Source: an optimization exercise on an open RTL-to-GDS flow (aim: small area, a short achievable clock period and few clock cycles). Production flows keep margins and buffers that such runs may drop.
RTL that was checked went through simulation tests only; none was proved equivalent to the original.
Power figures rest on the tool's default switching activity, not on a simulated workload.

## v21
==> flow/design.v (excerpt) <==
module adder(
    input clk,
    input reset,
    input [31:0] a,
    input [31:0] b,
    input available,
    input [4:0] exception_f,
    output [31:0] sum,
    output done
    );
Size: about 850 cells after synthesis, about 49 flip-flops, about 0.0050 mm2 of cells after synthesis.
Settings: LEC_CHECK=0, ABC_AREA=1, CAP_MARGIN=20, CORE_MARGIN=2, CORE_UTILIZATION=40, CTS_BUF_LIST=sky130_fd_sc_hd__clkbuf_4 sky130_fd_sc_hd__clkbuf_8, SLEW_MARGIN=20; clock period 4.0 ns.
standard.sh (not shown) runs the stock make flow with config.mk's settings and CLKGATE_MAP_FILE= SYNTH_SCRIPT=/design/flow/synth_recipe.tcl, a recipe that flattens the netlist after the stock synthesis.
==> flow/flow/run.sh <==
#!/bin/bash
# Standard layout, with the I/O port buffers made from a plain buffer cell
# instead of the delay cell the resizer picks by default.
export BUFFER_PORTS_ARGS="-buffer_cell sky130_fd_sc_hd__buf_1"
bash standard.sh > standard.log 2>&1
What v22 does differently from v21 at the input level:
# v21
export LEC_CHECK = 0
export ABC_AREA = 1
export CAP_MARGIN = 20
export CORE_MARGIN = 2
export CORE_UTILIZATION = 40
export CTS_BUF_LIST = sky130_fd_sc_hd__clkbuf_4 sky130_fd_sc_hd__clkbuf_8
export SLEW_MARGIN = 20
create_clock -name core_clock -period 4.0 [get_ports {clk}]
# v22
export LEC_CHECK = 0
export CAP_MARGIN = 20
export CORE_MARGIN = 2
export CORE_UTILIZATION = 40
export CTS_BUF_LIST = sky130_fd_sc_hd__clkbuf_4 sky130_fd_sc_hd__clkbuf_8
export SLEW_MARGIN = 20
create_clock -name core_clock -period 4.0 [get_ports {clk}]
==> results.txt <==
After synthesis and placement, the instance count of v22 is below that of v21. Note that the clock-net power recorded for v21 amounts to 0.894 times the value seen in v22. Final worst slack deteriorates in v22 relative to v21. Fraction of area in registers delta (v22 -> v21): insignificant. [v22 vs v21] first-pass GRT wire length: lower in v22. v22 has minimum clock period after layout above what v21 had. On filler cell count in the final layout: between v21 and v22, it ends up higher for v21. In v22 the number of multi-input combinational cells turned out 39% lower than in v21.
No functional check of the RTL was part of any run of this note.

* * *

build 94:
adder, a different RTL version from the one above (not shown whole).
Size: roughly 930 cells after synthesis, roughly 110 I/O pins, about 5400 µm² of cells after synthesis.
// adder
module adder(
    input clk,
    input reset,
    input [31:0] a,
    input [31:0] b,
    input available,
    input [4:0] exception_f,
    output [31:0] sum,
    output done
    );
    wire [7:0] ae = a[30:23];
    wire [7:0] be = b[30:23];
    wire [7:0] eg = ae & ~be;
    wire [7:0] ek = ae | ~be;
    wire eg0 = eg[1] | ((ek[1] & ae[0]) & ~be[0]);
    wire ep0 = ek[1] & ek[0];
    wire eg1 = eg[2] | ((ek[2] & ae[1]) & ~be[1]);
    wire ep1 = ek[2] & ek[1];
    wire eg2 = eg[3] | ((ek[3] & ae[2]) & ~be[2]);
    wire ep2 = ek[3] & ek[2];
    wire eg3 = eg[4] | ((ek[4] & ae[3]) & ~be[3]);
    wire ep3 = ek[4] & ek[3];
    wire eg4 = eg[5] | ((ek[5] & ae[4]) & ~be[4]);
    wire ep4 = ek[5] & ek[4];
    wire eg5 = eg[6] | ((ek[6] & ae[5]) & ~be[5]);
    wire ep5 = ek[6] & ek[5];
    wire eg6 = eg[7] | ((ek[7] & ae[6]) & ~be[6]);
    wire ep6 = ek[7] & ek[6];
    wire eg7 = eg1 | ((ep1 & ae[0]) & ~be[0]);
    wire ep7 = ep1 & ek[0];
    wire eg8 = eg2 | (ep2 & eg0);
    wire ep8 = ep2 & ep0;
    wire eg9 = eg3 | (ep3 & eg1);
    wire ep9 = ep3 & ep1;
    wire eg10 = eg4 | (ep4 & eg2);
    wire ep10 = ep4 & ep2;
    wire eg11 = eg5 | (ep5 & eg3);
    wire ep11 = ep5 & ep3;
    wire eg12 = eg6 | (ep6 & eg4);
    wire ep12 = ep6 & ep4;
    wire eg13 = eg9 | ((ep9 & ae[0]) & ~be[0]);
    wire ep13 = ep9 & ek[0];
    wire eg14 = eg10 | (ep10 & eg0);
  ...
clock: 4.0 ns
lec_check: 0
abc_area: 1
cap_margin: 20
core_margin: 2
core_utilization: 40
cts_buf_list: sky130_fd_sc_hd__clkbuf_4 sky130_fd_sc_hd__clkbuf_8
setup_slack_margin: 1.0
slew_margin: 20
Scripts as last shown in full above: flow/flow/run.sh
Build 94 reached the final stage; the timing, DRC and antenna checks on its layout passed.
Testbench counts of build 94, summed over its fixed seeds: cycles 6,392.
The following lists how build 57 was set up differently from build 94:
Settings: SETUP_SLACK_MARGIN now 0.75, was 1.0.
--- outcome ---
- The worst slew margin relative to its limit number comes out higher for build 94 vs build 57.
- Taking build 94 as the reference point, the detailed-route wire length of build 57 falls by 1.5 mm.
- In the metrics for build 94 and build 57, the one carrying the lower sequential share of layout area is build 94.
- Against build 94, build 57 comes in 37 lower on post-layout net count.
Relative to build 57, the following input files were edited for build 77:
Settings: a deleted SETUP_SLACK_MARGIN that had been 0.75.
==> results.txt <==
Build 77 ran to completion and came out clean on the timing, DRC and antenna checks.
Going from build 57 to build 77, non-clock inverter total of the final layout shrank slightly.
Build 77 against build 57: number of cell rows held steady; overall fraction of global-route tracks in use lower; setup slack of the critical path after layout lower.
Build 77 vs build 57: final area down by a few percent
The inputs of build 30 differ from those of build 77 as listed below.
Settings: removing CTS_BUF_LIST (formerly sky130_fd_sc_hd__clkbuf_4 sky130_fd_sc_hd__clkbuf_8); setting SETUP_SLACK_MARGIN to 0.75 for the first time.
==> flow/flow/run.sh <==
#!/bin/bash
# Standard layout with two changes:
#  - the I/O port buffers are a plain buffer cell instead of the delay cell
#    the resizer picks by default;
#  - clock tree synthesis adds no dummy loads.
export BUFFER_PORTS_ARGS="-buffer_cell sky130_fd_sc_hd__buf_1"
export CTS_ARGS="-sink_clustering_enable -repair_clock_nets -dont_use_dummy_load -buf_list {sky130_fd_sc_hd__clkbuf_4 sky130_fd_sc_hd__clkbuf_8}"
bash standard.sh > standard.log 2>&1
### Flow results
- Comparing build 77 and build 30, total power is lower on build 30.
- [build 30 vs build 77] proportion of layout cells with a drive suffix above 1: higher in build 30
- Build 77 ended up with a21boi_0 as its highest-delay cell along the critical path; build 30 ended up with dfxtp_1.
- Compared to build 77, the router laid down more metal wire for build 30.
- Build 30 vs. build 77: longest individual stage delay on the worst path moved down, detailed-routed wire length on met2 moved up, post-layout minimum cycle time moved down, slew at the pin with the worst max-slew slack level.
- Against build 77, build 30 reports a share of total power in combinational logic that is higher.
- Minimum setup slack in the final design on build 30 is ahead of build 77.
- Build 30 reached the final stage; the timing, DRC and antenna checks on its layout passed.
- Diff build 77 and build 30: number of cells upsized or downsized after cts lower in build 77

[port drivers added, routing unchanged]
Ports are ideal in the flow. The routed layouts listed here were re-timed in OpenROAD. Step 1, drivers: a clkbuf_16 drives clk and a buf_2 each remaining input, both assumed. Step 2, shift: input delay + t, output delay - t, t = (earliest + latest rising clock arrival at the registers) / 2. This alone moves slack from input paths to output paths. Three values: ideal ports, drivers, drivers and shift; two values: the first two.
run | t (ns) | setup slack, ns | latest minus earliest clock arrival (ns) | worst register clock-pin slew, ns
v21 | 0.317 | 0.272 / 0.245 / 0.239 | 0.010 / 0.010 | 0.09 / 0.09
v22 | 0.329 | 0.130 / 0.099 / 0.030 | 0.014 / 0.014 | 0.10 / 0.10
build 94 | 0.314 | 1.026 / 1.001 / 0.809 | 0.005 / 0.005 | 0.08 / 0.08
build 57 | 0.315 | 0.929 / 0.903 / 0.619 | 0.004 / 0.004 | 0.08 / 0.08
build 77 | 0.313 | 0.585 / 0.559 / 0.310 | 0.005 / 0.004 | 0.08 / 0.08
build 30 | 0.309 | 0.930 / 0.904 / 0.633 | 0.007 / 0.007 | 0.08 / 0.08
After both steps every run listed still meets setup and hold. The setup slack of build 57, which loses most, moves by -0.026 ns with the drivers and by -0.310 ns with both steps.
